This design comes from an exercise in tuning for small area, a short achievable clock period and few clock cycles per item on the open sky130 flow, not from production work. In this exercise RTL edits were held to simulation tests only and were not proved equivalent to the original. Power and IR drop assume default switching activity.

==> flow/design.v <==
module crc32
    (
    input         clk,
    input         rst_n,
    input  [31:0] crc32_in,         
    input  [2:0]  crc32_nbytes,     
    input         crc32_valid_in,
    output [31:0] crc32_out
    );
    reg [31:0] crc;
    reg        dv;
    reg [2:0]  dn;
    reg [31:0] dd;
    function [31:0] crc_byte(input [31:0] c, input [7:0] b);
        integer k;
        reg [31:0] r;
        begin
            r = c ^ {24'b0, b};
            for (k = 0; k < 8; k = k + 1)
                r = r[0] ? ((r >> 1) ^ 32'hEDB88320) : (r >> 1);
            crc_byte = r;
        end
    endfunction
    wire [31:0] d1 = crc_byte(32'd0, crc32_in[7:0]);
    wire [31:0] d2 = crc_byte(d1,    crc32_in[15:8]);
    wire [31:0] d3 = crc_byte(d2,    crc32_in[23:16]);
    wire [31:0] d4 = crc_byte(d3,    crc32_in[31:24]);
    always @(posedge clk)
        if (!rst_n) dv <= 1'b0;
        else        dv <= crc32_valid_in;
    always @(posedge clk) begin
        dn <= crc32_nbytes;
        case (crc32_nbytes)
            3'd1:    dd <= d1;
            3'd2:    dd <= d2;
            3'd3:    dd <= d3;
            default: dd <= d4;
        endcase
    end
    wire [31:0] z1 = crc_byte(crc, 8'd0);
    wire [31:0] z2 = crc_byte(z1,  8'd0);
    wire [31:0] z3 = crc_byte(z2,  8'd0);
    wire [31:0] z4 = crc_byte(z3,  8'd0);
    always @(posedge clk)
        if (!rst_n)
            crc <= 32'hFFFFFFFF;
        else if (dv)
            case (dn)
                3'd1:    crc <= z1 ^ dd;
                3'd2:    crc <= z2 ^ dd;
                3'd3:    crc <= z3 ^ dd;
                default: crc <= z4 ^ dd;
            endcase
    assign crc32_out = ~crc;
endmodule
module sdht
    (
    input  [9:0]  match_pos_in,
    output [12:0] sdht_data_merged,
    output [3:0]  sdht_valid_bits
    );
    wire [9:0] m = match_pos_in;    
    reg  [4:0] code;
    reg  [3:0] nex;
    reg  [7:0] ext;
    always @(*) begin
        casez (m)
            10'b1?????????: begin code = {4'd9, m[8]}; nex = 4'd8; ext = m[7:0];        end
            10'b01????????: begin code = {4'd8, m[7]}; nex = 4'd7; ext = {1'b0, m[6:0]}; end
            10'b001???????: begin code = {4'd7, m[6]}; nex = 4'd6; ext = {2'b0, m[5:0]}; end
            10'b0001??????: begin code = {4'd6, m[5]}; nex = 4'd5; ext = {3'b0, m[4:0]}; end
            10'b00001?????: begin code = {4'd5, m[4]}; nex = 4'd4; ext = {4'b0, m[3:0]}; end
            10'b000001????: begin code = {4'd4, m[3]}; nex = 4'd3; ext = {5'b0, m[2:0]}; end
            10'b0000001???: begin code = {4'd3, m[2]}; nex = 4'd2; ext = {6'b0, m[1:0]}; end
            10'b00000001??: begin code = {4'd2, m[1]}; nex = 4'd1; ext = {7'b0, m[0]};   end
            default:        begin code = m[4:0];       nex = 4'd0; ext = 8'd0;            end
        endcase
    end
    wire [4:0] rev5 = {code[0], code[1], code[2], code[3], code[4]};
    assign sdht_data_merged = {ext, rev5};
    assign sdht_valid_bits  = 4'd5 + nex;
endmodule
module word_merge64(
    input             clock,
    input             reset,
    input             in_valid,
    input             in_last,
    input             in_align,
    input      [6:0]  in_size,
    input      [63:0] in_data,
    output reg        out_valid,
    output reg        out_last,
    output reg [63:0] out_data,
    output reg [31:0] total_bits
);
reg [63:0] acc;
reg [5:0]  acc_len;
reg        flush;
reg [7:0]  inc;           
wire [127:0] merged = {64'b0, acc} | ({64'b0, in_data} << acc_len);
wire [7:0]   sum    = acc_len + in_size;
wire [2:0]   pad    = in_align ? (3'd0 - sum[2:0]) : 3'd0;
wire [7:0]   tot    = sum + pad;
wire         full   = tot[7] | tot[6];
always @(posedge clock)
    if (reset) begin
        acc        <= 64'b0;
        acc_len    <= 6'd0;
        flush      <= 1'b0;
        out_valid  <= 1'b0;
        out_last   <= 1'b0;
        total_bits <= 32'd0;
        inc        <= 8'd0;
    end else begin
        total_bits <= total_bits + inc;
        inc        <= 8'd0;
        out_valid <= 1'b0;
        out_last  <= 1'b0;
        flush     <= 1'b0;
        if (flush) begin
            out_valid <= 1'b1;
            out_last  <= 1'b1;
            out_data  <= acc;
            acc       <= 64'b0;
            acc_len   <= 6'd0;
        end else if (in_valid) begin
            inc        <= {1'b0, in_size} + pad;
            acc_len    <= tot[5:0];
            if (full) begin
                out_valid <= 1'b1;
                out_data  <= merged[63:0];
                acc       <= merged[127:64];
                out_last  <= in_last & (tot[5:0] == 6'd0);
                flush     <= in_last & (tot[5:0] != 6'd0);
            end else begin
                acc       <= merged[63:0];
                flush     <= in_last & (tot[5:0] != 6'd0);
            end
        end
    end
endmodule
module sliteral
    (
    input  [7:0] literal_in,
    output [8:0] sliteral_data,
    output [3:0] sliteral_valid_bits
    );
    wire       nine = literal_in >= 8'd144;
    wire [7:0] c8   = literal_in + 8'd48;
    wire [8:0] rev9 = {literal_in[0], literal_in[1], literal_in[2], literal_in[3],
                       literal_in[4], literal_in[5], literal_in[6], literal_in[7], 1'b1};
    wire [8:0] rev8 = {1'b0, c8[0], c8[1], c8[2], c8[3], c8[4], c8[5], c8[6], c8[7]};
    assign sliteral_data       = nine ? rev9 : rev8;
    assign sliteral_valid_bits = nine ? 4'd9 : 4'd8;
endmodule
module slength
    (
    input  [6:0]  match_length_in,
    output [9:0]  slength_data_out,
    output [3:0]  slength_valid_bits
    );
    reg [4:0] sym;       
    reg [2:0] ext;       
    reg [1:0] nex;       
    reg [6:0] m;
    always @(*) begin
        m = match_length_in - 7'd3;
        if (match_length_in <= 7'd10) begin
            sym = m[4:0] + 5'd1; ext = 3'd0; nex = 2'd0;
        end else if (match_length_in <= 7'd18) begin
            m = match_length_in - 7'd11;
            sym = 5'd9 + m[2:1]; ext = {2'b0, m[0]}; nex = 2'd1;
        end else if (match_length_in <= 7'd34) begin
            m = match_length_in - 7'd19;
            sym = 5'd13 + m[3:2]; ext = {1'b0, m[1:0]}; nex = 2'd2;
        end else begin
            m = match_length_in - 7'd35;
            sym = 5'd17 + m[4:3]; ext = m[2:0]; nex = 2'd3;
        end
    end
    wire [6:0] rev7 = {sym[0], sym[1], sym[2], sym[3], sym[4], 2'b00};
    assign slength_data_out   = {ext, rev7};    
    assign slength_valid_bits = 4'd7 + nex;
endmodule
module lz77_encoder
    (
    input             clk,
    input             rst_n,
    input             nx_grp,       
    input             nx_bnd,       
    input      [15:0] nx_g,         
    input      [1:0]  nx_act,       
    input             nx_shift,     
    input             nx_v,         
    output reg        r_grp,
    output reg        r_bnd,
    output reg [1:0]  r_act,
    output reg [1:0]  r_end,        
    output reg [13:0] r_len,        
    output     [19:0] r_pos,        
    output reg [31:0] r_x           
    );
    localparam N = 1024;
    reg        t_grp, t_bnd, t_shift;
    reg [15:0] t_g;
    reg [1:0]  t_act;
    reg        t_v;
    reg [8*N-1:0] H;
    reg [N-1:0]   E0, E1;
    reg [N-1:0]   alive;
    reg [6:0]     Lcur;
    reg [511:0]   th;               
    always @(posedge clk)
        if (!rst_n) begin
            t_grp <= 1'b0; t_bnd <= 1'b0; t_shift <= 1'b0;
        end else begin
            t_grp <= nx_grp; t_bnd <= nx_bnd; t_shift <= nx_shift & nx_grp;
        end
    always @(posedge clk) begin
        t_g   <= nx_g;
        t_act <= nx_act;
        t_v   <= nx_v;
    end
    always @(posedge clk)
        if (nx_grp & nx_shift)
            H <= {H[8*(N-2)-1:0], nx_g[7:0], nx_g[15:8]};
    always @(posedge clk)
        if (!rst_n)       th <= 512'd0;
        else if (t_shift) th <= {th[510:0], 1'b1};
    genvar p, j;
    generate
        for (j = 0; j < 2; j = j + 1) begin : lane
            wire [7:0] b = nx_g[8*j+7:8*j];
            wire [N-1:0] eq;
            for (p = 0; p < N; p = p + 1) begin : pe
                if (p < j)
                    assign eq[p] = (b == nx_g[8*(j-p-1)+7:8*(j-p-1)]) | ~nx_act[j];
                else
                    assign eq[p] = (b == H[8*(p-j)+7:8*(p-j)]) | ~nx_act[j];
            end
        end
    endgenerate
    always @(posedge clk) begin
        E0 <= lane[0].eq;
        E1 <= lane[1].eq;
    end
    wire [N-1:0] en0, en1;
    generate
        for (p = 0; p < N; p = p + 1) begin : env
            assign en0[p] = th[p >> 1];
            if (p < 1) assign en1[p] = 1'b1; else assign en1[p] = th[(p-1) >> 1];
        end
    endgenerate
    wire [N-1:0] P1  = alive & E0;
    wire [N-1:0] P2  = P1 & E1;
    wire [N-1:0] c01 = en0 & E1;
    wire [9:0] i0, i1;
    wire       f0, f1;
    priority_enc pe0 (.clk(clk), .A_IN(alive), .P(i0), .F(f0));
    priority_enc pe1 (.clk(clk), .A_IN(P1),    .P(i1), .F(f1));
    assign r_pos = {i1, i0};
    wire gA0 = |P1, gA1 = |P2;
    wire g01 = |c01;
    wire M0 = (Lcur == 7'd65);
    wire M1 = (Lcur == 7'd64);
    wire mx0 = M0;
    wire mx1 = t_act[0] ? M1 : M0;
    wire e0 = t_act[0] & (~gA0 | mx0);
    wire e1 = t_act[1] & (e0 ? ~g01 : (~gA1 | mx1));
    wire [6:0] Lp1 = Lcur + 7'd1;
    wire [6:0] Lp2 = Lcur + 7'd2;
    wire [6:0] L1  = e0 ? 7'd0 : (t_act[0] ? Lp1 : Lcur);
    wire [6:0] Lc  = e1 ? 7'd0 :
                     e0 ? {6'd0, t_act[1]} :
                     (t_act[0] & t_act[1]) ? Lp2 : (t_act[0] | t_act[1]) ? Lp1 : Lcur;
    wire [N-1:0] alive_early = e0 ? c01 : P2;
    wire [N-1:0] alive_next  = e1 ? en1 : alive_early;
    wire [N-1:0] en_v = t_v ? en1 : en0;
    always @(posedge clk)
        if (!rst_n) begin
            alive <= {N{1'b0}};
            Lcur  <= 7'd0;
        end else if (t_grp) begin
            alive <= alive_next;
            Lcur  <= Lc;
        end else if (t_bnd) begin
            alive <= en_v;
            Lcur  <= 7'd0;
        end
    always @(posedge clk)
        if (!rst_n) begin
            r_grp <= 1'b0;
            r_bnd <= 1'b0;
        end else begin
            r_grp <= t_grp;
            r_bnd <= t_bnd;
        end
    always @(posedge clk) begin
        r_act <= t_act;
        r_end <= {e1, e0};
        r_len <= {L1, Lcur};
        r_x   <= t_shift ? {t_g, H[23:16], H[31:24]} : {t_g, H[7:0], H[15:8]};
    end
endmodule
module huffman_encoder
    (
    input             clk,
    input             rst_n,
    input             i_grp,         
    input             i_bnd,         
    input             i_spc,         
    input      [3:0]  i_act,
    input      [3:0]  i_end,
    input      [27:0] i_len,
    input      [39:0] i_pos,
    input      [47:0] i_x,
    input      [1:0]  i_v,
    input             i_eob,         
    input             i_hdr,         
    input             i_bfinal,      
    input             i_align,       
    input             i_last,
    input      [63:0] i_sdata,       
    input      [6:0]  i_slen,        
    output reg        o_valid,
    output reg [63:0] o_data,
    output reg [6:0]  o_size,
    output reg        o_align,
    output reg        o_last
    );
    wire [8:0] lc [0:5];
    wire [3:0] ll [0:5];
    genvar k;
    generate
        for (k = 0; k < 6; k = k + 1) begin : lit
            sliteral sl (.literal_in(i_x[8*k+7:8*k]), .sliteral_data(lc[k]), .sliteral_valid_bits(ll[k]));
        end
    endgenerate
    wire [3:0] on;
    wire [7:0] cls;               
    wire [3:0] big;
    generate
        for (k = 0; k < 4; k = k + 1) begin : lon
            assign on[k]  = i_grp ? (i_act[k] & i_end[k]) : (i_bnd & (i_v == k));
            assign big[k] = on[k] & (i_len[7*k +: 7] >= 7'd3);
            assign cls[2*k+1:2*k] = (i_len[7*k +: 7] >= 7'd3) ? 2'd3 : i_len[7*k +: 2];
        end
    endgenerate
    reg [6:0] Ls;
    reg [9:0] Ps;
    always @(*) begin
        Ls = i_len[6:0];  Ps = i_pos[9:0];
        if (big[1]) begin Ls = i_len[13:7];  Ps = i_pos[19:10]; end
        if (big[2]) begin Ls = i_len[20:14]; Ps = i_pos[29:20]; end
        if (big[3]) begin Ls = i_len[27:21]; Ps = i_pos[39:30]; end
    end
    wire [9:0]  lcode;  wire [3:0] llen;
    wire [12:0] dcode;  wire [3:0] dlen;
    slength slen_i (.match_length_in(Ls), .slength_data_out(lcode), .slength_valid_bits(llen));
    sdht    sdst_i (.match_pos_in(Ps),    .sdht_data_merged(dcode), .sdht_valid_bits(dlen));
    reg [22:0] ld;
    always @(*)
        case (llen)
            4'd10:   ld = {dcode, lcode};
            4'd9:    ld = {1'b0, dcode, lcode[8:0]};
            4'd8:    ld = {2'b0, dcode, lcode[7:0]};
            default: ld = {3'b0, dcode, lcode[6:0]};
        endcase
    wire [4:0] ldlen = llen + dlen;
    wire [9:0] bsfx  = i_eob ? (i_hdr ? {1'b0, 1'b1, i_bfinal, 7'b0} : 10'b0) : {7'b0, 1'b0, 1'b1, i_bfinal};
    wire [3:0] bslen = i_eob ? (i_hdr ? 4'd10 : 4'd7) : 4'd3;
    reg        a_valid, a_grp, a_spc, a_align, a_last;
    reg [3:0]  a_on;
    reg [7:0]  a_cls;
    reg [8:0]  a_lc0, a_lc1, a_lc2, a_lc3, a_lc4, a_lc5;
    reg [3:0]  a_ll0, a_ll1, a_ll2, a_ll3, a_ll4, a_ll5;
    reg [22:0] a_ld;
    reg [4:0]  a_ldlen;
    reg [9:0]  a_bsfx;
    reg [3:0]  a_bslen;
    reg [63:0] a_sdata;
    reg [6:0]  a_slen;
    always @(posedge clk)
        if (!rst_n) a_valid <= 1'b0;
        else        a_valid <= i_grp | i_bnd | i_spc;
    always @(posedge clk) begin
        a_grp <= i_grp; a_spc <= i_spc; a_align <= i_align; a_last <= i_last;
        a_on <= on; a_cls <= cls;
        a_lc0 <= lc[0]; a_lc1 <= lc[1]; a_lc2 <= lc[2]; a_lc3 <= lc[3]; a_lc4 <= lc[4]; a_lc5 <= lc[5];
        a_ll0 <= ll[0]; a_ll1 <= ll[1]; a_ll2 <= ll[2]; a_ll3 <= ll[3]; a_ll4 <= ll[4]; a_ll5 <= ll[5];
        a_ld <= ld; a_ldlen <= ldlen;
        a_bsfx <= bsfx; a_bslen <= bslen;
        a_sdata <= i_sdata; a_slen <= i_slen;
    end
    wire [8:0] lcs [0:5];
    wire [3:0] lls [0:5];
    assign lcs[0] = a_lc0; assign lcs[1] = a_lc1; assign lcs[2] = a_lc2;
    assign lcs[3] = a_lc3; assign lcs[4] = a_lc4; assign lcs[5] = a_lc5;
    assign lls[0] = a_ll0; assign lls[1] = a_ll1; assign lls[2] = a_ll2;
    assign lls[3] = a_ll3; assign lls[4] = a_ll4; assign lls[5] = a_ll5;
    reg [32:0] lane_code [0:3];
    reg [5:0]  lane_len  [0:3];
    reg [22:0] pre;
    reg [4:0]  plen;
    reg [9:0]  sfx;
    reg [3:0]  sl;
    integer j;
    always @(*) begin
        for (j = 0; j < 4; j = j + 1) begin
            case (a_cls[2*j +: 2])
                2'd3: begin pre = a_ld; plen = a_ldlen; end
                2'd2: begin
                        pre  = {14'b0, lcs[j]} | ({14'b0, lcs[j+1]} << lls[j]);
                        plen = lls[j] + lls[j+1];
                      end
                2'd1: begin pre = {14'b0, lcs[j+1]}; plen = {1'b0, lls[j+1]}; end
                default: begin pre = 23'd0; plen = 5'd0; end
            endcase
            if (a_grp) begin
                sfx = {1'b0, lcs[j+2]}; sl = lls[j+2];
            end else begin
                sfx = a_bsfx; sl = a_bslen;
            end
            if (a_on[j]) begin
                lane_code[j] = {10'b0, pre} | ({23'b0, sfx} << plen);
                lane_len[j]  = plen + sl;
            end else begin
                lane_code[j] = 33'd0;
                lane_len[j]  = 6'd0;
            end
        end
        if (a_spc) begin
            lane_code[0] = {1'b0, a_sdata[31:0]};
            lane_len[0]  = (a_slen > 7'd32) ? 6'd32 : a_slen[5:0];
            lane_code[1] = {1'b0, a_sdata[63:32]};
            lane_len[1]  = (a_slen > 7'd32) ? (a_slen[5:0] - 6'd32) : 6'd0;
            lane_code[2] = 33'd0; lane_len[2] = 6'd0;
            lane_code[3] = 33'd0; lane_len[3] = 6'd0;
        end
    end
    reg        b_valid, b_align, b_last;
    reg [32:0] b_code0, b_code1, b_code2, b_code3;
    reg [5:0]  b_len0, b_len1, b_len2, b_len3;
    always @(posedge clk)
        if (!rst_n) b_valid <= 1'b0;
        else        b_valid <= a_valid;
    always @(posedge clk) begin
        b_align <= a_align; b_last <= a_last;
        b_code0 <= lane_code[0]; b_len0 <= lane_len[0];
        b_code1 <= lane_code[1]; b_len1 <= lane_len[1];
        b_code2 <= lane_code[2]; b_len2 <= lane_len[2];
        b_code3 <= lane_code[3]; b_len3 <= lane_len[3];
    end
    reg        c_valid, c_align, c_last;
    reg [63:0] c_lo, c_hi;
    reg [6:0]  c_llo, c_lhi;
    always @(posedge clk)
        if (!rst_n) c_valid <= 1'b0;
        else        c_valid <= b_valid;
    always @(posedge clk) begin
        c_align <= b_align; c_last <= b_last;
        c_lo  <= {31'b0, b_code0} | ({31'b0, b_code1} << b_len0);
        c_llo <= b_len0 + b_len1;
        c_hi  <= {31'b0, b_code2} | ({31'b0, b_code3} << b_len2);
        c_lhi <= b_len2 + b_len3;
    end
    always @(posedge clk)
        if (!rst_n) o_valid <= 1'b0;
        else        o_valid <= c_valid;
    always @(posedge clk) begin
        o_align <= c_align; o_last <= c_last;
        o_data  <= c_lo | (c_hi << c_llo);
        o_size  <= c_llo + c_lhi;
    end
endmodule
module priority_enc
    (
    input           clk,
    input  [1023:0] A_IN,
    output [9:0]    P,
    output          F
    );
    function [1:0] top4(input [3:0] v);
        top4 = v[3] ? 2'd3 : v[2] ? 2'd2 : v[1] ? 2'd1 : 2'd0;
    endfunction
    wire [255:0] v1;  wire [511:0] i1;
    wire [63:0]  v2;  wire [255:0] i2;
    wire [15:0]  v3;  wire [95:0]  i3;
    wire [3:0]   v4;  wire [31:0]  i4;
    genvar g;
    generate
        for (g = 0; g < 256; g = g + 1) begin : l1
            assign v1[g] = |A_IN[4*g+3:4*g];
            assign i1[2*g+1:2*g] = top4(A_IN[4*g+3:4*g]);
        end
        for (g = 0; g < 64; g = g + 1) begin : l2
            wire [1:0] s = top4(v1[4*g+3:4*g]);
            reg  [1:0] lo;
            always @(*)
                case (s)
                    2'd0: lo = i1[8*g+1:8*g];
                    2'd1: lo = i1[8*g+3:8*g+2];
                    2'd2: lo = i1[8*g+5:8*g+4];
                    default: lo = i1[8*g+7:8*g+6];
                endcase
            assign v2[g] = |v1[4*g+3:4*g];
            assign i2[4*g+3:4*g] = {s, lo};
        end
        for (g = 0; g < 16; g = g + 1) begin : l3
            wire [1:0] s = top4(v2[4*g+3:4*g]);
            reg  [3:0] lo;
            always @(*)
                case (s)
                    2'd0: lo = i2[16*g+3:16*g];
                    2'd1: lo = i2[16*g+7:16*g+4];
                    2'd2: lo = i2[16*g+11:16*g+8];
                    default: lo = i2[16*g+15:16*g+12];
                endcase
            assign v3[g] = |v2[4*g+3:4*g];
            assign i3[6*g+5:6*g] = {s, lo};
        end
    endgenerate
    reg [15:0] v3r;
    reg [95:0] i3r;
    always @(posedge clk) begin
        v3r <= v3;
        i3r <= i3;
    end
    generate
        for (g = 0; g < 4; g = g + 1) begin : l4
            wire [1:0] s = top4(v3r[4*g+3:4*g]);
            reg  [5:0] lo;
            always @(*)
                case (s)
                    2'd0: lo = i3r[24*g+5:24*g];
                    2'd1: lo = i3r[24*g+11:24*g+6];
                    2'd2: lo = i3r[24*g+17:24*g+12];
                    default: lo = i3r[24*g+23:24*g+18];
                endcase
            assign v4[g] = |v3r[4*g+3:4*g];
            assign i4[8*g+7:8*g] = {s, lo};
        end
    endgenerate
    wire [1:0] s5 = top4(v4);
    reg  [7:0] lo5;
    always @(*)
        case (s5)
            2'd0: lo5 = i4[7:0];
            2'd1: lo5 = i4[15:8];
            2'd2: lo5 = i4[23:16];
            default: lo5 = i4[31:24];
        endcase
    assign P = {s5, lo5};
    assign F = |v4;
endmodule
module srl_fifo
#(
    parameter WIDTH = 32,
    parameter DEPTH_LOG = 2
)
(
    input                  clock,
    input                  reset,
    input                  push,
    input      [WIDTH-1:0] din,
    output                 full,
    input                  pop,
    output     [WIDTH-1:0] dout,
    output                 empty,
    output [DEPTH_LOG:0]   count
);
localparam DEPTH = 1 << DEPTH_LOG;
reg [WIDTH-1:0]     mem [0:DEPTH-1];
reg [DEPTH_LOG-1:0] wr_ptr, rd_ptr;
reg [DEPTH_LOG:0]   cnt;
reg                 empty_r;
wire do_push = push & ~full;
wire do_pop  = pop & ~empty;
always @(posedge clock)
    if (do_push) mem[wr_ptr] <= din;
always @(posedge clock)
    if (reset) begin
        wr_ptr  <= 0;
        rd_ptr  <= 0;
        cnt     <= 0;
        empty_r <= 1'b1;
    end else begin
        if (do_push) wr_ptr <= wr_ptr + 1'b1;
        if (do_pop)  rd_ptr <= rd_ptr + 1'b1;
        if (do_push & ~do_pop) begin
            cnt     <= cnt + 1'b1;
            empty_r <= 1'b0;
        end else if (~do_push & do_pop) begin
            cnt     <= cnt - 1'b1;
            empty_r <= (cnt == 1);
        end
    end
assign dout  = mem[rd_ptr];
assign empty = empty_r;
assign full  = cnt[DEPTH_LOG];
assign count = cnt;
endmodule
module gzip_top
    #(
        parameter OUT_FIFO_LOG = 3
    )
    (
    input          clk,
    input          rst_n,
    input          wr_en_fifo_in,
    input  [31:0]  din_fifo_in,
    input          rd_en_fifo_out,
    input          rev_endianess_in,
    input  [1:0]   btype_in,
    output [127:0] debug_reg,
    output         full_in_fifo,
    output [31:0]  dout_out_fifo_32,
    output reg     last_out_fifo_32,
    output         empty_out_fifo,
    output         irq
    );
    wire [31:0] din_mux = rev_endianess_in ?
        {din_fifo_in[7:0], din_fifo_in[15:8], din_fifo_in[23:16], din_fifo_in[31:24]} : din_fifo_in;
    wire [31:0] w;
    wire        fin_empty;
    wire        fin_pop;
    wire [2:0]  fin_count;
    srl_fifo #(.WIDTH(32), .DEPTH_LOG(2)) fifo_in_i0 (
        .clock(clk), .reset(!rst_n),
        .push(wr_en_fifo_in), .din(din_mux), .full(full_in_fifo),
        .pop(fin_pop), .dout(w), .empty(fin_empty), .count(fin_count)
    );
    localparam S_HDR  = 3'd0,
               S_DATA = 3'd1,
               S_TAIL = 3'd2,
               S_FIN  = 3'd3,
               S_TRL  = 3'd4,
               S_DONE = 3'd5;
    reg [2:0]  st;
    reg [1:0]  btype;
    reg        first_blk;
    reg        bfinal;
    reg [15:0] R;               
    reg [1:0]  o;               
    reg [31:0] cg;              
    reg        cgp;             
    reg [31:0] isize;
    reg [23:0] block_size;
    reg        block_size_error;
    reg        btype_error;
    reg        gzip_done;
    wire fixed  = (btype == 2'b01);
    wire ostall;                
    wire [2:0] n   = (R >= 16'd4) ? 3'd4 : R[2:0];
    wire [3:0] on4 = {2'b0, o} + {1'b0, n};
    wire       wrap = on4[2];   
    reg [31:0] rot;
    always @(*)
        case (o)
            2'd0: rot = w;
            2'd1: rot = {w[23:0], w[31:24]};
            2'd2: rot = {w[15:0], w[31:16]};
            default: rot = {w[7:0], w[31:8]};
        endcase
    wire [3:0] below = (o == 2'd0) ? 4'b0000 : (o == 2'd1) ? 4'b0001 : (o == 2'd2) ? 4'b0011 : 4'b0111;
    wire [31:0] grp = {below[3] ? cg[31:24] : rot[31:24], below[2] ? cg[23:16] : rot[23:16],
                       below[1] ? cg[15:8]  : rot[15:8],  below[0] ? cg[7:0]    : rot[7:0]};
    wire [3:0] upto = wrap ? 4'b1111 :
                      (on4[1:0] == 2'd1) ? 4'b0001 : (on4[1:0] == 2'd2) ? 4'b0011 : 4'b0111;
    wire [3:0] act_data = upto & ~(cgp ? below : 4'b0000);
    reg        nx_grp, nx_bnd, nx_shift, nx_spc, nx_eob, nx_hdr, nx_bf, nx_align, nx_last, nx_trl;
    reg [31:0] nx_g;
    reg [3:0]  nx_act;
    reg [63:0] nx_sdata;
    reg [6:0]  nx_slen;
    reg        pop;
    reg [2:0]  st_n;
    wire [31:0] hdr = w;
    wire        hdr_bf = hdr[24];
    wire [15:0] hdr_len = hdr[15:0];
    always @(*) begin
        nx_grp = 1'b0; nx_bnd = 1'b0; nx_shift = 1'b0; nx_spc = 1'b0;
        nx_eob = 1'b0; nx_hdr = 1'b0; nx_bf = 1'b0; nx_align = 1'b0; nx_last = 1'b0; nx_trl = 1'b0;
        nx_g = cg; nx_act = 4'b0000;
        nx_sdata = 64'd0; nx_slen = 7'd0;
        pop = 1'b0;
        st_n = st;
        if (!ostall && q_take)
            case (st)
                S_HDR:
                    if (!fin_empty) begin
                        pop = 1'b1;
                        st_n = S_DATA;
                        nx_hdr = 1'b1;
                        nx_bf = hdr_bf;
                        if (fixed) begin
                            nx_bnd = 1'b1;
                            nx_eob = !first_blk;
                        end else begin
                            nx_spc = 1'b1;
                            nx_sdata = {24'd0, ~hdr_len, hdr_len, 7'd0, hdr_bf};
                            nx_slen = 7'd40;
                        end
                    end
                S_DATA:
                    if (!fin_empty) begin
                        pop = 1'b1;
                        if (fixed) begin
                            nx_grp = 1'b1;
                            nx_g = grp;
                            nx_act = act_data;
                            nx_shift = wrap;
                        end else begin
                            nx_spc = 1'b1;
                            nx_sdata = {32'd0, w & (n == 3'd1 ? 32'h000000ff : n == 3'd2 ? 32'h0000ffff :
                                                     n == 3'd3 ? 32'h00ffffff : 32'hffffffff)};
                            nx_slen = {n, 3'b000};
                        end
                        if (R == {13'd0, n}) begin
                            if (fixed && wrap && on4[1:0] != 2'd0) st_n = S_TAIL;
                            else if (bfinal)                         st_n = fixed ? S_FIN : S_TRL;
                            else                                     st_n = S_HDR;
                        end
                    end
                S_TAIL: begin
                        nx_grp = 1'b1;
                        nx_g = cg;
                        nx_act = below;
                        st_n = bfinal ? S_FIN : S_HDR;
                    end
                S_FIN: begin
                        nx_bnd = 1'b1;
                        nx_eob = 1'b1;
                        nx_align = 1'b1;
                        st_n = S_TRL;
                    end
                S_TRL: begin
                        nx_spc = 1'b1;
                        nx_trl = 1'b1;
                        nx_last = 1'b1;
                        nx_slen = 7'd64;
                        st_n = S_DONE;
                    end
                default: ;
            endcase
    end
    assign fin_pop = pop;
    always @(posedge clk)
        if (!rst_n) btype <= 2'b00;
        else        btype <= btype_in;
    always @(posedge clk)
        if (!rst_n) begin
            st <= S_HDR;
            first_blk <= 1'b1;
            bfinal <= 1'b0;
            R <= 16'd0;
            o <= 2'd0;
            cgp <= 1'b0;
            isize <= 32'd0;
            block_size <= 24'd0;
            block_size_error <= 1'b0;
            gzip_done <= 1'b0;
        end else begin
            st <= st_n;
            if (st == S_HDR && pop) begin
                first_blk <= 1'b0;
                bfinal <= hdr_bf;
                R <= hdr_len;
                isize <= isize + hdr_len;
                block_size <= hdr[23:0];
                if (fixed ? (hdr[23:0] > 24'd1024) : (hdr[23:0] > 24'd65536))
                    block_size_error <= 1'b1;
            end
            if (st == S_DATA && pop) begin
                R <= R - n;
                if (fixed) begin
                    o <= on4[1:0];
                    cgp <= !wrap;
                end
            end
            if (st == S_TAIL && !ostall && q_take)
                cgp <= 1'b1;
            if (nx_trl)
                gzip_done <= 1'b1;
        end
    always @(posedge clk)
        if (st == S_DATA && pop)
            cg <= wrap ? rot : grp;
    always @(posedge clk)
        if (!rst_n)                                         btype_error <= 1'b0;
        else if ((btype != 2'b01) && (btype != 2'b00))      btype_error <= 1'b1;
    reg        crc_v;
    reg [31:0] crc_w;
    reg [2:0]  crc_n;
    wire [31:0] crc32_out;
    always @(posedge clk)
        if (!rst_n) crc_v <= 1'b0;
        else        crc_v <= (st == S_DATA) && pop;
    always @(posedge clk) begin
        crc_w <= w;
        crc_n <= n;
    end
    crc32 crc32_i0 (.clk(clk), .rst_n(rst_n), .crc32_in(crc_w), .crc32_nbytes(crc_n),
                    .crc32_valid_in(crc_v), .crc32_out(crc32_out));
    reg        q_grp, q_bnd, q_shift, q_spc, q_eob, q_hdr, q_bf, q_align, q_last, q_trl;
    reg [31:0] q_g;
    reg [3:0]  q_act;
    reg [1:0]  q_v;
    reg [63:0] q_sdata;
    reg [6:0]  q_slen;
    wire       q_take;              
    always @(posedge clk)
        if (!rst_n) begin
            q_grp <= 1'b0; q_bnd <= 1'b0; q_spc <= 1'b0; q_shift <= 1'b0;
        end else if (q_take) begin
            q_grp <= nx_grp; q_bnd <= nx_bnd; q_spc <= nx_spc; q_shift <= nx_shift & nx_grp;
        end
    always @(posedge clk)
        if (q_take) begin
            q_eob <= nx_eob; q_hdr <= nx_hdr; q_bf <= nx_bf; q_align <= nx_align;
            q_last <= nx_last; q_trl <= nx_trl; q_g <= nx_g; q_act <= nx_act; q_v <= o;
            q_sdata <= nx_sdata; q_slen <= nx_slen;
        end
    reg  sp_half;                   
    wire emitA = q_grp & (|q_act[1:0]) & ~sp_half;
    wire emitB = q_grp & (|q_act[3:2]);
    assign q_take = ~(emitA & emitB);
    always @(posedge clk)
        if (!rst_n) sp_half <= 1'b0;
        else        sp_half <= emitA & emitB;
    reg        p_grp, p_bnd, p_shift, p_spc, p_eob, p_hdr, p_bf, p_align, p_last, p_trl;
    reg [15:0] p_g;
    reg [1:0]  p_act;
    reg        p_v;
    reg [63:0] p_sdata;
    reg [6:0]  p_slen;
    always @(posedge clk)
        if (!rst_n) begin
            p_grp <= 1'b0; p_bnd <= 1'b0; p_spc <= 1'b0; p_shift <= 1'b0;
        end else begin
            p_grp   <= q_grp;
            p_bnd   <= q_bnd;
            p_spc   <= q_spc;
            p_shift <= emitA ? q_act[1] : q_act[3];
        end
    always @(posedge clk) begin
        p_eob <= q_eob; p_hdr <= q_hdr; p_bf <= q_bf; p_align <= q_align;
        p_last <= q_last; p_trl <= q_trl; p_v <= q_v[0];
        p_sdata <= q_sdata; p_slen <= q_slen;
        p_g   <= (emitA | (~q_grp & ~q_v[1])) ? q_g[15:0] : q_g[31:16];
        p_act <= emitA ? q_act[1:0] : q_act[3:2];
    end
    wire        m_grp, m_bnd;
    wire [1:0]  m_act, m_end;
    wire [13:0] m_len;
    wire [19:0] m_pos;
    wire [31:0] m_x;
    lz77_encoder lz77_enc (
        .clk(clk), .rst_n(rst_n),
        .nx_grp(p_grp), .nx_bnd(p_bnd & p_eob), .nx_g(p_g), .nx_act(p_act),
        .nx_shift(p_shift), .nx_v(p_v),
        .r_grp(m_grp), .r_bnd(m_bnd), .r_act(m_act), .r_end(m_end),
        .r_len(m_len), .r_pos(m_pos), .r_x(m_x)
    );
    reg        a_bnd, a_spc, a_eob, a_hdr, a_bf, a_align, a_last, a_trl;
    reg        a_v;
    reg [63:0] a_sdata;
    reg [6:0]  a_slen;
    reg        b_bnd, b_spc, b_eob, b_hdr, b_bf, b_align, b_last, b_trl;
    reg        b_v;
    reg [63:0] b_sdata;
    reg [6:0]  b_slen;
    always @(posedge clk)
        if (!rst_n) begin
            a_bnd <= 1'b0; a_spc <= 1'b0;
            b_bnd <= 1'b0; b_spc <= 1'b0;
        end else begin
            a_bnd <= p_bnd; a_spc <= p_spc;
            b_bnd <= a_bnd;  b_spc <= a_spc;
        end
    always @(posedge clk) begin
        a_eob <= p_eob; a_hdr <= p_hdr; a_bf <= p_bf; a_align <= p_align;
        a_last <= p_last; a_trl <= p_trl; a_v <= p_v; a_sdata <= p_sdata; a_slen <= p_slen;
        b_eob <= a_eob; b_hdr <= a_hdr; b_bf <= a_bf; b_align <= a_align;
        b_last <= a_last; b_trl <= a_trl; b_v <= a_v; b_slen <= a_slen;
        b_sdata <= a_trl ? {isize, crc32_out} : a_sdata;
    end
    wire        h_valid, h_align, h_last;
    wire [63:0] h_data;
    wire [6:0]  h_size;
    huffman_encoder huff_enc_i0 (
        .clk(clk), .rst_n(rst_n),
        .i_grp(m_grp), .i_bnd(b_bnd), .i_spc(b_spc),
        .i_act({2'b00, m_act}), .i_end({2'b00, m_end}), .i_len({14'd0, m_len}),
        .i_pos({20'd0, m_pos}), .i_x({16'd0, m_x}),
        .i_v({1'b0, b_v}), .i_eob(b_eob), .i_hdr(b_hdr), .i_bfinal(b_bf), .i_align(b_align),
        .i_last(b_last), .i_sdata(b_sdata), .i_slen(b_slen),
        .o_valid(h_valid), .o_data(h_data), .o_size(h_size), .o_align(h_align), .o_last(h_last)
    );
    wire        wm_valid, wm_last;
    wire [63:0] wm_data;
    wire [31:0] output_size;
    word_merge64 word_merge_i0 (
        .clock(clk), .reset(!rst_n),
        .in_valid(h_valid), .in_last(h_last), .in_align(h_align), .in_size(h_size), .in_data(h_data),
        .out_valid(wm_valid), .out_last(wm_last), .out_data(wm_data), .total_bits(output_size)
    );
    wire                  empty_out_fifo_64;
    wire [63:0]           dout_out_fifo_64;
    wire                  out_last_fifo_64;
    wire [OUT_FIFO_LOG:0] ofifo_count;
    wire                  rd_en_fifo_out_64;
    reg                   dout_out_fifo_64_toggle;
    reg  [31:0]           dout_fifo_out_mux;
    srl_fifo #(.WIDTH(65), .DEPTH_LOG(OUT_FIFO_LOG)) fifo_out_i0 (
        .clock(clk), .reset(!rst_n),
        .push(wm_valid), .din({wm_last, wm_data}), .full(),
        .pop(rd_en_fifo_out_64), .dout({out_last_fifo_64, dout_out_fifo_64}),
        .empty(empty_out_fifo_64), .count(ofifo_count)
    );
    assign ostall = ofifo_count > ((1 << OUT_FIFO_LOG) - 7);
    always @(posedge clk)
        if (!rst_n)              dout_out_fifo_64_toggle <= 1'b0;
        else if (rd_en_fifo_out) dout_out_fifo_64_toggle <= ~dout_out_fifo_64_toggle;
    wire [31:0] dout_sel = dout_out_fifo_64_toggle ? dout_out_fifo_64[63:32] : dout_out_fifo_64[31:0];
    always @(posedge clk)
        if (rd_en_fifo_out)
            dout_fifo_out_mux <= rev_endianess_in ?
                {dout_sel[7:0], dout_sel[15:8], dout_sel[23:16], dout_sel[31:24]} : dout_sel;
    always @(posedge clk)
        last_out_fifo_32 <= rd_en_fifo_out & dout_out_fifo_64_toggle & out_last_fifo_64;
    assign empty_out_fifo    = empty_out_fifo_64;
    assign rd_en_fifo_out_64 = dout_out_fifo_64_toggle & rd_en_fifo_out;
    assign dout_out_fifo_32  = dout_fifo_out_mux;
    assign debug_reg = {output_size, block_size, crc32_out, isize, 5'b0, gzip_done, btype_error, block_size_error};
    assign irq = gzip_done;
endmodule
==> flow/run.sh <==
#!/bin/bash
# synth_recipe.tcl (not shown) runs the flow's synth.tcl, then flattens the netlist and writes it again
# the make line also repeats each setting of config.mk as NAME=value (left out here)
make -C /OpenROAD-flow-scripts/flow DESIGN_CONFIG=/design/flow/config.mk WORK_HOME=/design/flow/orfs CLKGATE_MAP_FILE= SYNTH_SCRIPT=/design/flow/synth_recipe.tcl finish
==> flow/config.mk <==
export PLATFORM = sky130hd
export DESIGN_NAME = gzip_top
export DESIGN_NICKNAME = gzip_top
export VERILOG_FILES = /design/flow/design.v
export SDC_FILE = /design/flow/constraint.sdc
export NUM_CORES = 8
export LEC_CHECK = 0
export ABC_CLOCK_PERIOD_IN_PS = 4000
export CAP_MARGIN = 40
export CORE_MARGIN = 2
export CORE_UTILIZATION = 46
export SETUP_SLACK_MARGIN = 4.5
export SLEW_MARGIN = 40
export SYNTH_MEMORY_MAX_BITS = 16384
==> flow/constraint.sdc <==
create_clock -name core_clock -period 9.0 [get_ports {clk}]
set_input_delay 1.8000 -clock core_clock [delete_from_list [all_inputs] [get_ports {clk}]]
set_output_delay 1.8000 -clock core_clock [all_outputs]
set_load 0.01 [all_outputs]
==> impl_metrics.tcl, run 1 <==
set metrics [dict create \
    outcome "complete, no violations" \
    finalSetupTns_ps 0 \
    synth_edf_count 9055 \
    grt_max_degree 184 \
    post-place-ws_ps 2160 \
    synth_most_common_cell "xnor2_1" \
    setup_ws_ps 3080 \
    die_width_mm 1.22 \
    cp.arrival_ps 7220 \
    port_buffers 197 \
    yosys.area.top_type "edfxtp_1" \
    hold_path_class "reg -> reg" \
    overflow 0 \
    timing.slew.headroom 0.129 \
    synthFlopType "edfxtp_1" \
    viasPerCell 6.46 \
    worstMarginPinSlew_ps 1300 \
    drtIter0Drc 80940 \
    vias 537314 \
    num_io_pins 203 \
    critPathLaunch "lz77_enc.alive[917]$_SDFFE_PN0P_" \
    dieArea_um2 1490000 \
    cts_tree "built" \
    period_minus_slack_ps 5920 \
    dpl.hpwl_mm 2570 \
    cp_num_buf_inv 6 \
    synthArstFlopShare 0 \
    p_leak_nw 234 \
    synthTopCellsByArea "edfxtp_1, xnor2_1, dfxtp_1, nand4_1, o21ai_0" \
    drive_gt1_frac 0.141 \
    grt_use_total 0.453 \
    p_clk_frac 0.262 \
    pwr-share-comb 0.450 \
    layout.nets 61339 \
    antenna_found_initial 875 \
    routed_wl_mm 3560 \
    cts_root_buf "clkbuf_16" \
    rsz0062_at_grt "true" \
    placed_cells 78338 \
    rows 446 \
    path_cells "nand3_2, nand4_1, nor4_1, nand4_1, nor4_2, nand4_1, o21ai_0, nand3_4, nand2_8, buf_8, buf_16, buf_12, buf_16, buf_12, buf_12, a21oi_2, a2111oi_0" \
    cap_violations 0 \
    power.internal_w 0.156 \
    slowest_delay_ps 690 \
    cts_made_buffers 1602 \
    route.detailed.drc 0 \
    syn_inst 60548 \
    seq_area_frac_synth 0.541 \
    finalSetupViolations 0 \
    synth_cell_types 98 \
    synth_area_um2 680000 \
    grt_pass1_wl_mm 4560 \
    synth_commonest_cells "xnor2_1, edfxtp_1, dfxtp_1" \
    cp-end-kind "register" \
    area.growth.synth_to_final_pct 17.7 \
    power_w 0.256 \
    ant_nets 0 \
    first_pass_iters 9 \
    worst_path_max_delay_cell "nand3_2" \
    p_sw_frac 0.390 \
    gp_congestion 1.13 \
    power_switching_w 0.0999 \
    timing.hold.ws_ps 296 \
    fin_worst_skew_ps 154 \
    avgSynthCellArea_um2 11.2 \
    finalCritPeriodShare 0.658 \
    worstPathRequired_ps 10290 \
    cts_max_level 7 \
    fmax_mhz 169 \
    timing.rr.start "lz77_enc.alive[917]$_SDFFE_PN0P_" \
    critPathTopFamily "simple AND/OR/NAND/NOR gates" \
    r2r_slack_ps 3080 \
    hp-start "p_sdata[34]$_DFF_P_" \
    instances_no_fill 83198 \
    dieHeight_mm 1.22 \
    synth_seq_cells 13852 \
    finalHoldViolCount 0 \
    cts_buffer_depth 6 \
    wire_per_inst_um 42.8 \
    core_um2 1470000 \
    clk_pin_slew_ps 70 \
    crit_fanout 8 \
    critPathKind "reg -> reg" \
    drv_slew 0 \
    yosysWarnings 14 \
    grt_pass1_vias 474349 \
    clock_sinks 13852 \
    initial_core_util 0.461 \
    fillerInstances 126668 \
    synth_top_cell_area_share 0.400 \
    insertion_delay_ps 1460 \
    powerDensity_nw_per_um2 320 \
    power_frac_seq 0.288 \
    max-vdd-ir-drop_v 0.00304 \
    worst_setup_path_start_kind "register" \
]
## worst paths after layout
path / end / cells after the start
worst max-delay path: lz77_enc.alive[157]$_SDFFE_PN0P_ / 17
worst min-delay path: a_sdata[34]$_DFF_P_ / 0
worst max register to register: lz77_enc.alive[157]$_SDFFE_PN0P_ / 17
worst min register to register: a_sdata[34]$_DFF_P_ / 0
## cell families (layout without fill, tap and decap cells)
logic type / Yosys count / count (layout) / synth area share
simple gates: 15037 / 15041 / 0.108
other cells: 2 / 994 / 0.0000110
compound gates: 8305 / 8305 / 0.0709
buf+inv: 4403 / 6345 / 0.0248
fa+ha+maj: 105 / 105 / 0.00203
xor+xnor: 17029 / 17029 / 0.221
mux: 1815 / 1815 / 0.0320
flops: 13852 / 13852 / 0.541
## state kept, by name, summed over array words and instances (netlist names), 96 cells and up, named ones only
name	cells
fifo_in_i0.mem	128
fifo_out_i0.mem	520
lz77_enc.E0	1024
lz77_enc.E1	1024
lz77_enc.H	8192
lz77_enc.alive	1024
lz77_enc.pe0.i3r	96
lz77_enc.pe1.i3r	96
lz77_enc.th	512
## worst reg2reg max path, delay by kind of cell, from the launching register on
family	cells	cell delay (ps)
buffers and inverters	6	1000
and+or+nand+nor	8	3710
DFF	1	380
AOI/OAI and AO/OA	3	690
## placed cells by master (no fill, tap or decap), types with 304 or more instances in the layout
master	Yosys	final
dfxtp_1	4797	4507
clkinv_2	0	304
buf_16	0	322
nand3_1	1853	1384
o21ai_0	4432	3709
nand3_2	0	403
a21oi_1	1721	1399
nor3_1	750	443
a22oi_1	422	361
o21ai_1	9	413
nand2_1	3433	3173
edfxtp_1	9055	9055
nand4_1	4640	4640
nor2_1	3513	3141
xnor2_1	16760	16748
inv_1	378	361
diode_2	0	988
a311oi_1	525	332
clkbuf_1	2836	334
buf_4	20	1641
mux2i_1	1326	1306
buf_12	0	486
clkbuf_16	0	1756
## timing repair
item | 4_1_cts | 5_1_grt
setup buffers | 300 | 248
pin swaps | 484 | 843
hold buffers | 0 | 0
endpoints found under the hold margin | 0 | 0
gates cloned | 221 | 170
resized for setup | 1383 | 2414
endpoints found under the setup margin | 1207 | 1131
## stage by stage
stage	area (um2)	util
finish	801000	0.543
detailed placement	714000	0.484
floorplan	680000	-
CTS	781000	0.530
global placement	710000	0.481
global route	799000	0.542
## routing by layer
metal,vias to the layer above,GRT usage,wire length [um]
met4,200,0.363,351000
li1,218470,-,-
met3,9831,0.171,460000
met2,38131,0.618,1420000
met1,270682,0.570,1330000
met5,-,0.00851,2950
## power groups by stage
stage | logic [W] | registers (W) | clock network [W]
after floorplan | 0.0771 | 0.0724 | 0
after global placement | 0.102 | 0.0749 | 0
after detailed placement | 0.103 | 0.0747 | 0
after CTS | 0.107 | 0.0734 | 0.0675
after global routing | 0.118 | 0.0735 | 0.0697
final | 0.115 | 0.0737 | 0.0672
## final cells by class
cell class | instances | area [um2] | area share
Clock inverter | 717 | 7530 | 0.00940
Antenna cell | 988 | 2470 | 0.00309
Timing Repair inverter | 7 | 171 | 0.000214
Inverter | 389 | 1530 | 0.00191
Clock buffer | 2190 | 45300 | 0.0566
Timing Repair Buffer | 3042 | 39500 | 0.0494
Tap cell | 19712 | 24700 | 0.0308
Multi-Input combinational cell | 42301 | 311000 | 0.389
Sequential cell | 13852 | 368000 | 0.460
Testbench counts, summed over its fixed seeds: cycles 40,059, bytes 78,731.
==> run 2, diff against run 1 <==
--- a/flow/config.mk
+++ b/flow/config.mk
@@ -8,7 +8,9 @@
 export ABC_CLOCK_PERIOD_IN_PS = 4000
 export CAP_MARGIN = 40
 export CORE_MARGIN = 2
-export CORE_UTILIZATION = 46
+export CORE_UTILIZATION = 43
+export CTS_CLUSTER_DIAMETER = 80
+export CTS_CLUSTER_SIZE = 20
 export SETUP_SLACK_MARGIN = 4.5
 export SLEW_MARGIN = 40
 export SYNTH_MEMORY_MAX_BITS = 16384
==> run 2 against run 1 <==
Non-clock buffer count rose by 261. Still clean. Critical path depth increased by 2. Clock power is 33% lower. Wire length rose by 3.6%. Utilization fell by 4.6 points. Clock skew down 25 ps. Final area shrank 1.9%.
==> impl_metrics.tcl, run 2 <==
set metrics [dict create \
    stdcell_area_um2 786000 \
    die_width_mm 1.26 \
    largest_reg_flops 8192 \
    finalSetupTns_ps 0 \
    finalHoldViolCount 0 \
    overflow 0 \
    wire_per_inst_um 44.1 \
    viasPerCell 6.36 \
    synth_commonest_cells "xnor2_1, edfxtp_1, dfxtp_1" \
    placed_cells 79864 \
    outcome "complete, no violations" \
    cts_hold_buf 0 \
    synthTopCellsByArea "edfxtp_1, xnor2_1, dfxtp_1, nand4_1, o21ai_0" \
    timing.hold.ws_ps 318 \
    rsz0062_at_grt "true" \
    rows 462 \
    synth_area_um2 680000 \
    final_cell_mix "xnor2_1, edfxtp_1, nand4_1, dfxtp_1, o21ai_0" \
    timing.slew.headroom 0.175 \
    antenna_found_initial 873 \
    cts_buffer_depth 5 \
    synth-adder-area-share 0.00203 \
    cts_max_level 6 \
    seq_area_frac_synth 0.541 \
    synth_edf_count 9055 \
    synth_seq_cells 13852 \
    cap_violations 0 \
    drtIter0Drc 75680 \
    placed_area_um2 717000 \
    dieHeight_mm 1.26 \
    initial_core_util 0.431 \
    synth_mux_area_frac 0.0320 \
    instances_no_fill 83622 \
    cts_tree "built" \
    vias 532124 \
    port_buffers 197 \
    p_leak_nw 228 \
    dpl.hpwl_mm 2710 \
    drv_slew 0 \
    grt_pass1_vias 473668 \
    worstMarginPinSlew_ps 1230 \
    yosys.area.top_type "edfxtp_1" \
    synth-xor-area-share 0.221 \
    clk_pin_slew_ps 90 \
    routed_wl_mm 3680 \
    worstPathRequired_ps 10260 \
    first_pass_iters 10 \
    yosys.area_share.simple 0.108 \
    synth_cell_types 98 \
    route.detailed.drc 0 \
    fin_worst_skew_ps 128 \
    powerDensity_nw_per_um2 298 \
    hold_path_class "reg -> reg" \
    synth_most_common_cell "xnor2_1" \
    regMostFlops "lz77_enc.H" \
    grt_pass1_wl_mm 4740 \
    cts_root_buf "clkbuf_16" \
    worst_setup_path_start_kind "register" \
    synth_top_family_by_area "XOR/XNOR gates" \
    area.growth.synth_to_final_pct 15.5 \
    ant_nets 0 \
    insertion_delay_ps 1400 \
    critPathKind "reg -> reg" \
    synthArstFlopShare 0 \
    grt_max_degree 161 \
    layout.nets 60888 \
    cp.arrival_ps 6930 \
    clock_sinks 13852 \
    crit_fanout 8 \
    synth_compound_gate_area_share 0.0709 \
    drive_gt1_frac 0.137 \
    num_io_pins 203 \
    cts_made_buffers 896 \
    avgSynthCellArea_um2 11.2 \
    synthFlopType "edfxtp_1" \
    grt_use_total 0.444 \
    r2r_slack_ps 3330 \
    finalCritPeriodShare 0.630 \
    period_minus_slack_ps 5670 \
    yosysWarnings 14 \
    syn_inst 60548 \
    cp-end-kind "register" \
    core_um2 1580000 \
    post-place-ws_ps 2320 \
    final_common_cell "xnor2_1" \
    dieArea_um2 1590000 \
    synth_top_cell_area_share 0.400 \
    gp_congestion 1.09 \
    finalSetupViolations 0 \
    setup_ws_ps 3330 \
    max-vdd-ir-drop_v 0.00302 \
    fmax_mhz 176 \
]
-- run 2: cell counts after synthesis --
No cell type changed its count.
-- run 2: cell families (layout without fill, tap and decap cells) --
family,after synthesis,in the layout
mux,1815,1815
xor+xnor,17029,17029
fa+ha+maj,105,105
compound gates,8305,8305
simple gates,15037,15038
other cells,2,990
buf+inv,4403,5376
flops,13852,13852
-- run 2: final cells by class --
class | instances | area [um2]
clock buffers | 1395 | 24900
well taps | 21112 | 26400
inverters | 389 | 1530
clock inverters | 285 | 3920
multi-input cells | 42298 | 314000
repair inverters | 4 | 120
fillers | 141250 | 794000
repair buffers | 3303 | 43700
diodes | 984 | 2460
flip-flops and latches | 13852 | 368000
-- run 2: report_power, final --
| group | leakage (nW) | switching, W | internal [W] | total (W) |
|---|---|---|---|---|
| Clock | 13.8 | 0.0248 | 0.0203 | 0.0450 |
| Sequential | 95.2 | 0.00363 | 0.0698 | 0.0734 |
| Combinational | 119 | 0.0698 | 0.0456 | 0.115 |
-- run 2: path summary, 6_finish.rpt --
check | cells past startpoint | endpoint | start
worst min register to register | 0 | huff_enc_i0.o_size[4]$_DFF_P_ | huff_enc_i0.c_llo[4]$_DFF_P_
worst max-delay path | 19 | lz77_enc.alive[947]$_SDFFE_PN0P_ | lz77_enc.E1[213]$_DFF_P_
worst max register to register | 19 | lz77_enc.alive[947]$_SDFFE_PN0P_ | lz77_enc.E1[213]$_DFF_P_
worst min-delay path | 0 | huff_enc_i0.o_size[4]$_DFF_P_ | huff_enc_i0.c_llo[4]$_DFF_P_
-- run 2: worst max-delay path, cell delays in order (launching register included) --
cell       delay [ps]
dfxtp_1           570
nand3_2           490
nand4_1           630
nor4_4            880
nand4_1           250
buf_4             290
nor4_2            290
nand4_1           210
o21ai_2           140
nand3_4           150
nand2_8           220
buf_12            130
buf_16            150
buf_12            120
buf_16            160
buf_16            200
clkbuf_16         250
buf_12            140
a21oi_4            30
nor3_2            140
-- run 2: through the flow --
step                utilization  total power, W
floorplan                     -           0.150
global placement          0.451           0.178
detailed placement        0.454           0.179
CTS                       0.487           0.229
global route              0.496           0.239
finish                    0.497           0.234
-- run 2: what timing repair did --
action                                  4_1_cts  5_1_grt
pin swaps                                   963     1046
resized for setup                          2449     2649
setup buffers                               479      208
cloned                                      330       49
endpoints found under the setup margin     1187     1205
-- run 2: per-layer routing --
layer  track usage  vias up  part of all wire
li1              -   216985                 -
met1         0.572   272149              0.39
met2         0.616    34631              0.40
met3         0.148     8135              0.12
met4         0.335      224             0.091
met5             0        -           0.00056
==> run 3, diff against run 2 <==
--- a/flow/config.mk
+++ b/flow/config.mk
@@ -11,6 +11,7 @@
 export CORE_UTILIZATION = 43
 export CTS_CLUSTER_DIAMETER = 80
 export CTS_CLUSTER_SIZE = 20
+export GPL_ROUTABILITY_DRIVEN = 0
 export SETUP_SLACK_MARGIN = 4.5
 export SLEW_MARGIN = 40
 export SYNTH_MEMORY_MAX_BITS = 16384
==> run 3 against run 2 <==
The flow now stops in 5_1_grt. Synthesized area unchanged. Synthesized cell count unchanged.
==> impl_metrics.tcl, run 3 <==
set metrics [dict create \
    cts_root_buf "clkbuf_16" \
    synth_cell_types 98 \
    synth_top_cell_area_share 0.400 \
    num_io_pins 203 \
    avgSynthCellArea_um2 11.2 \
    synth_edf_count 9055 \
    synth_most_common_cell "xnor2_1" \
    synth_seq_cells 13852 \
    synthArstFlopShare 0 \
    port_buffers 197 \
    clock_sinks 13852 \
    initial_core_util 0.431 \
    post-place-ws_ps 2370 \
    cts_max_level 6 \
    haltStage "5_1_grt" \
    synthTopCellsByArea "edfxtp_1, xnor2_1, dfxtp_1, nand4_1, o21ai_0" \
    dieHeight_mm 1.26 \
    dpl.hpwl_mm 2140 \
    synthFlopType "edfxtp_1" \
    cts_made_buffers 812 \
    synth_area_um2 680000 \
    rows 462 \
    syn_inst 60548 \
    outcome "did not finish" \
    yosysWarnings 14 \
    synth_commonest_cells "xnor2_1, edfxtp_1, dfxtp_1" \
    yosys.area.top_type "edfxtp_1" \
    cts_buffer_depth 5 \
    die_width_mm 1.26 \
    seq_area_frac_synth 0.541 \
    grt_max_degree 161 \
    grt_use_total 0.380 \
    overflow 1 \
    placed_cells 79324 \
    error "[ERROR GRT-0232] Routing congestion too high. Check the congestion heatmap in the GUI." \
]
run 3: repair_timing:
action | in CTS
endpoints found under the setup margin | 1209
pin swaps | 323
buffers inserted | 300
gates resized for setup | 1351
hold buffers | 0
gates cloned | 252
run 3: routing by layer:
metal,overflow,global-route usage
met1,0,0.443
met2,1,0.486
met3,0,0.226
met4,0,0.294
met5,0,0.164
run 3: through the flow:
| step | power (W) | instance area (um2) |
|---|---|---|
| floorplan | 0.150 | 680000 |
| global placement | 0.172 | 708000 |
| detailed placement | 0.173 | 710000 |
| CTS | 0.218 | 751000 |
run 3: power groups by stage:
stage	registers, W	clock network [W]	logic (W)
2_1_floorplan	0.0724	0	0.0771
3_5_place_dp	0.0744	0	0.0987
4_1_cts	0.0729	0.0416	0.103
3_3_place_gp	0.0745	0	0.0976
run 3: cell families after synthesis:
| kind of cell | Yosys count | synth area share |
|---|---|---|
| fa+ha+maj | 105 | 0.00203 |
| xor+xnor | 17029 | 0.221 |
| compound gates | 8305 | 0.0709 |
| other cells | 2 | 0.0000110 |
| buf+inv | 4403 | 0.0248 |
| simple gates | 15037 | 0.108 |
| mux | 1815 | 0.0320 |
| flops | 13852 | 0.541 |
run 3: worst max-delay path by stage:
stage	slack [ps]	startpoint	endpoint	depth (start not counted)
2_1_floorplan	-48090	p_shift$_SDFF_PN0_	lz77_enc.H[0]$_DFFE_PP_	1
3_3_place_gp	1910	lz77_enc.alive[119]$_SDFFE_PN0P_	lz77_enc.alive[202]$_SDFFE_PN0P_	13
3_5_place_dp	2370	lz77_enc.alive[119]$_SDFFE_PN0P_	lz77_enc.alive[333]$_SDFFE_PN0P_	13
4_1_cts	4130	lz77_enc.E1[119]$_DFF_P_	lz77_enc.alive[862]$_SDFFE_PN0P_	15
==> run 4, diff against run 3 <==
--- a/flow/config.mk
+++ b/flow/config.mk
@@ -8,10 +8,9 @@
 export ABC_CLOCK_PERIOD_IN_PS = 4000
 export CAP_MARGIN = 40
 export CORE_MARGIN = 2
-export CORE_UTILIZATION = 43
+export CORE_UTILIZATION = 40
 export CTS_CLUSTER_DIAMETER = 80
 export CTS_CLUSTER_SIZE = 20
-export GPL_ROUTABILITY_DRIVEN = 0
 export SETUP_SLACK_MARGIN = 4.5
 export SLEW_MARGIN = 40
 export SYNTH_MEMORY_MAX_BITS = 16384
==> run 4 against run 3 <==
The run now finishes clean. Synthesized area unchanged. Synthesized cell count unchanged.
==> impl_metrics.tcl, run 4 <==
set metrics [dict create \
    outcome "complete, no violations" \
    layout.nets 60813 \
    p_leak_nw 226 \
    dieArea_um2 1710000 \
    power.internal_w 0.136 \
    fin_worst_skew_ps 162 \
    period_minus_slack_ps 5600 \
    wire_per_inst_um 42.3 \
    worstPathRequired_ps 10240 \
    viasPerCell 6.22 \
    grt_pass1_wl_mm 4610 \
    hold_path_class "reg -> reg" \
    overflow 0 \
    grt_use_total 0.398 \
    insertion_delay_ps 1430 \
    worstMarginPinSlew_ps 1240 \
    finalHoldViolCount 0 \
    vias 528831 \
    synth_commonest_cells "xnor2_1, edfxtp_1, dfxtp_1" \
    grt_pass1_vias 470277 \
    cts_buffer_depth 5 \
    crit_fanout 7 \
    yosys.area.top_type "edfxtp_1" \
    yosysWarnings 14 \
    cts_made_buffers 888 \
    synth_top_cell_area_share 0.400 \
    synthFlopType "edfxtp_1" \
    clk_pin_slew_ps 90 \
    cts_root_buf "clkbuf_16" \
    num_io_pins 203 \
    initial_core_util 0.401 \
    pwr-share-comb 0.489 \
    drtIter0Drc 76080 \
    cp.arrival_ps 6850 \
    synth_seq_cells 13852 \
    critPathKind "reg -> reg" \
    cts_hold_buf 0 \
    synth_area_um2 680000 \
    drv_slew 0 \
    clock_sinks 13852 \
    powerDensity_nw_per_um2 294 \
    grt_max_degree 173 \
    synth_cell_types 98 \
    antenna_found_initial 838 \
    cap_violations 0 \
    finalCritPeriodShare 0.623 \
    p_clk_frac 0.192 \
    cp-end-kind "register" \
    rsz0062_at_grt "true" \
    dpl.hpwl_mm 2600 \
    synthArstFlopShare 0 \
    gp_congestion 1.09 \
    core_um2 1700000 \
    p_sw_frac 0.414 \
    die_width_mm 1.31 \
    final_common_cell "xnor2_1" \
    max-vdd-ir-drop_v 0.00238 \
    routed_wl_mm 3600 \
    synth_edf_count 9055 \
    drive_gt1_frac 0.132 \
    cts_max_level 6 \
    power_frac_seq 0.318 \
    seq_area_frac_synth 0.541 \
    cts_tree "built" \
    dieHeight_mm 1.31 \
    syn_inst 60548 \
    power_switching_w 0.0959 \
    regMostFlops "lz77_enc.H" \
    finalSetupTns_ps 0 \
    port_buffers 197 \
    area.growth.synth_to_final_pct 15.7 \
    finalSetupViolations 0 \
    worst_setup_path_start_kind "register" \
    fmax_mhz 178 \
    avgSynthCellArea_um2 11.2 \
    first_pass_iters 10 \
    synth_most_common_cell "xnor2_1" \
    route.detailed.drc 0 \
    timing.slew.headroom 0.176 \
    synthTopCellsByArea "edfxtp_1, xnor2_1, dfxtp_1, nand4_1, o21ai_0" \
    rows 479 \
    ant_nets 0 \
    timing.hold.ws_ps 318 \
    final_cell_mix "xnor2_1, edfxtp_1, nand4_1, dfxtp_1, o21ai_0" \
    largest_reg_flops 8192 \
]
[run 4: final cells by class]
type | instances | area [um2]
Timing Repair inverter | 7 | 210
Clock inverter | 277 | 3570
Sequential cell | 13852 | 368000
Timing Repair Buffer | 3233 | 44200
Inverter | 389 | 1530
Antenna cell | 987 | 2470
Clock buffer | 1378 | 24700
Multi-Input combinational cell | 42298 | 314000
Fill cell | 155513 | 912000
Tap cell | 22607 | 28300
[run 4: worst paths after layout]
path,from,endpoint,slack [ps],cells after the start
hold reg to reg,p_sdata[7]$_DFF_P_,a_sdata[7]$_DFF_P_,320,0
setup / recovery,lz77_enc.E1[989]$_DFF_P_,lz77_enc.alive[844]$_SDFFE_PN0P_,3400,16
hold / removal,p_sdata[7]$_DFF_P_,a_sdata[7]$_DFF_P_,320,0
setup reg to reg,lz77_enc.E1[989]$_DFF_P_,lz77_enc.alive[844]$_SDFFE_PN0P_,3400,16
[run 4: logic make-up (layout without fill, tap and decap cells)]
group                      after synthesis  count (layout)  share of synthesized area
other                                    2             993                  0.0000110
adders and majority gates              105             105                    0.00203
AOI/OAI and AO/OA                     8305            8305                     0.0709
DFF                                  13852           13852                      0.541
xor gates and xnor gates             17029           17029                      0.221
buffers and inverters                 4403            5284                     0.0248
and+or+nand+nor                      15037           15038                      0.108
muxes                                 1815            1815                     0.0320
[run 4: metal layers]
metal / share of wire / GRT usage
met1: 0.39 / 0.518
met2: 0.40 / 0.552
met3: 0.12 / 0.124
met4: 0.092 / 0.297
met5: 0.00057 / 0
[run 4: power groups by stage]
stage	combinational [W]	clock (W)	sequential (W)
finish	0.113	0.0446	0.0737
global route	0.116	0.0469	0.0735
CTS	0.108	0.0449	0.0733
detailed placement	0.103	0	0.0747
global placement	0.102	0	0.0750
floorplan	0.0771	0	0.0724
[run 4: through the flow]
stage | setup WS [ps] | utilization | power, W | cell area (um2) | std cells
3_3_place_gp | 1720 | 0.420 | 0.177 | 713000 | 81090
5_1_grt | 3810 | 0.462 | 0.237 | 786000 | 84458
3_5_place_dp | 2000 | 0.423 | 0.178 | 718000 | 81221
2_1_floorplan | -48090 | - | 0.150 | 680000 | 60552
6_report | 3400 | 0.463 | 0.232 | 787000 | 85028
4_1_cts | 3940 | 0.450 | 0.226 | 765000 | 83505
[run 4: critical path, stage by stage, from the launching register on]
cell	delay (ps)
dfxtp_4	400
o21ai_4	690
nand4_1	920
nor4_4	900
and4_4	350
nand4_1	250
nand2_2	180
nand3_4	150
buf_16	200
buf_16	170
clkinv_16	110
buf_16	160
buf_12	130
buf_12	130
buf_16	160
nand2_2	70
a311oi_1	280
[run 4: what timing repair did]
action                                  in CTS  in global routing
pin swaps                                  640               1184
endpoints found under the setup margin    1208               1174
buffers inserted                           335                347
cloned                                     294                168
resized for setup                         1726               2874
==> run 5, diff against run 4 <==
--- a/flow/config.mk
+++ b/flow/config.mk
@@ -8,7 +8,7 @@
 export ABC_CLOCK_PERIOD_IN_PS = 4000
 export CAP_MARGIN = 40
 export CORE_MARGIN = 2
-export CORE_UTILIZATION = 40
+export CORE_UTILIZATION = 36
 export CTS_CLUSTER_DIAMETER = 80
 export CTS_CLUSTER_SIZE = 20
 export SETUP_SLACK_MARGIN = 4.5
==> run 5 against run 4 <==
Flip-flop and latch count unchanged. Now fails the layout checks on antenna rules. Worst setup slack improved by 3.6 ps. Count of clock-buffer cells in the layout decreased by 4. Combinational power about the same. Cell count increased by 2.9%.
==> impl_metrics.tcl, run 5 <==
set metrics [dict create \
    outcome "failed layout checks" \
    so_faults "antenna rules" \
    antenna_found_initial 819 \
    cts_root_buf "clkbuf_16" \
    gp_congestion 1.09 \
    area.growth.synth_to_final_pct 16.8 \
    initial_core_util 0.360 \
    r2r_slack_ps 3400 \
    largest_reg_flops 8192 \
    cap_violations 0 \
    final_core_util 0.421 \
    cts_made_buffers 896 \
    avgSynthCellArea_um2 11.2 \
    wire_per_inst_um 40.1 \
    fillerInstances 177010 \
    port_buffers 197 \
    die_width_mm 1.38 \
    syn_inst 60548 \
    synth_commonest_cells "xnor2_1, edfxtp_1, dfxtp_1" \
    dieArea_um2 1900000 \
    synthTopCellsByArea "edfxtp_1, xnor2_1, dfxtp_1, nand4_1, o21ai_0" \
    power.internal_w 0.136 \
    worstPathRequired_ps 10200 \
    finalHoldViolCount 0 \
    p_leak_nw 229 \
    dieHeight_mm 1.38 \
    num_io_pins 203 \
    synth_seq_cells 13852 \
    viasPerCell 6.05 \
    ant_nets 1 \
    yosysWarnings 14 \
    clock_sinks 13852 \
    power_switching_w 0.0959 \
    synth_most_common_cell "xnor2_1" \
    worst_setup_path_start_kind "register" \
    synth_cell_types 98 \
    cp.arrival_ps 6800 \
    finalSetupViolations 0 \
    routed_wl_mm 3510 \
    max-vdd-ir-drop_v 0.00221 \
    dpl.hpwl_mm 2530 \
    power_frac_seq 0.318 \
    cts_max_level 6 \
    powerDensity_nw_per_um2 292 \
    cts_hold_buf 0 \
    grt_pass1_wl_mm 4580 \
    drtIter0Drc 76854 \
    finalSetupTns_ps 0 \
    clk_pin_slew_ps 90 \
]
## run 5: cell types whose count changed in the layout (fill, tap and decap cells not counted), sizes merged
cell and delta:
buf +131, clkinv +19, clkbuf -90, clkdlybuf4s18 +1, inv +4, diode -65, bufbuf +3, clkinvlp +7
## run 5: power groups by stage
stage | clock (W) | sequential (W) | combinational [W]
global placement | 0 | 0.0748 | 0.101
detailed placement | 0 | 0.0748 | 0.102
finish | 0.0452 | 0.0737 | 0.113
global route | 0.0476 | 0.0735 | 0.117
floorplan | 0 | 0.0724 | 0.0771
CTS | 0.0455 | 0.0734 | 0.106
## run 5: worst paths after layout
kind | end | cells after the start | startpoint
setup / recovery | lz77_enc.alive[21]$_SDFFE_PN0P_ | 20 | lz77_enc.E1[15]$_DFF_P_
hold / removal | huff_enc_i0.o_data[52]$_DFF_P_ | 0 | huff_enc_i0.c_lo[52]$_DFF_P_
setup reg to reg | lz77_enc.alive[21]$_SDFFE_PN0P_ | 20 | lz77_enc.E1[15]$_DFF_P_
hold reg to reg | huff_enc_i0.o_data[52]$_DFF_P_ | 0 | huff_enc_i0.c_lo[52]$_DFF_P_
## run 5: stage by stage
stage	instance area [um2]	setup slack [ps]
after floorplan	680000	-48090
after global placement	715000	1000
after detailed placement	720000	1600
after CTS	778000	3870
after global routing	793000	3810
final	795000	3400
## run 5: cell type report
| class | count | area (um2) | area share |
|---|---|---|---|
| timing repair inverter | 3 | 90.1 | 0.000113 |
| inverter | 389 | 1530 | 0.00193 |
| timing repair buffer | 3282 | 46100 | 0.0580 |
| sequential | 13852 | 368000 | 0.464 |
| clock buffer | 1374 | 24800 | 0.0312 |
| antenna | 922 | 2310 | 0.00290 |
| tap | 25096 | 31400 | 0.0395 |
| clock inverter | 311 | 4220 | 0.00531 |
| multi-input combinational | 42298 | 316000 | 0.397 |
## run 5: cells by family (layout without fill, tap and decap cells)
family,after synthesis,count (layout),share of synthesized area
AO/OA/AOI/OAI,8305,8305,0.0709
adder cells (fa/ha/maj),105,105,0.00203
buffers and inverters,4403,5359,0.0248
XOR/XNOR,17029,17029,0.221
flip-flops,13852,13852,0.541
AND/OR/NAND/NOR,15037,15038,0.108
multiplexers,1815,1815,0.0320
other,2,928,0.0000110
## run 5: repair_timing
action	in CTS	in global routing
setup buffers	527	233
pin swaps	1188	970
gates resized for setup	3303	2275
cloned	439	47
setup endpoints to repair	1183	1146
endpoints found under the hold margin	0	0
## run 5: critical path: stages, from the launching register on
cell and delay [ps]:
dfxtp_1 520, nand3_4 400, nand4_1 350, nor4_4 570
nand4_1 740, nor4_2 540, buf_4 230, nand4_1 140
o21ai_2 120, nand3_4 130, buf_12 220, nand2_8 100
nand2_8 80, buf_12 190, buf_16 150, buf_16 170
buf_12 130, buf_12 130, buf_16 170, nor2_4 100
nor3_2 50
## run 5: per-layer routing
| metal | GRT usage | vias up | part of all wire |
|---|---|---|---|
| li1 | - | 216890 | - |
| met1 | 0.459 | 270545 | 0.39 |
| met2 | 0.486 | 34228 | 0.40 |
| met3 | 0.120 | 7812 | 0.12 |
| met4 | 0.263 | 208 | 0.088 |
| met5 | 0 | - | 0.00048 |

Setup slack of run 5, layout unchanged: 3.401 ns with ideal ports, 3.401 ns with driving cells assumed (clock clkbuf_16, inputs buf_2), 3.401 ns with port delays also shifted by the 1.570 ns mid clock arrival.
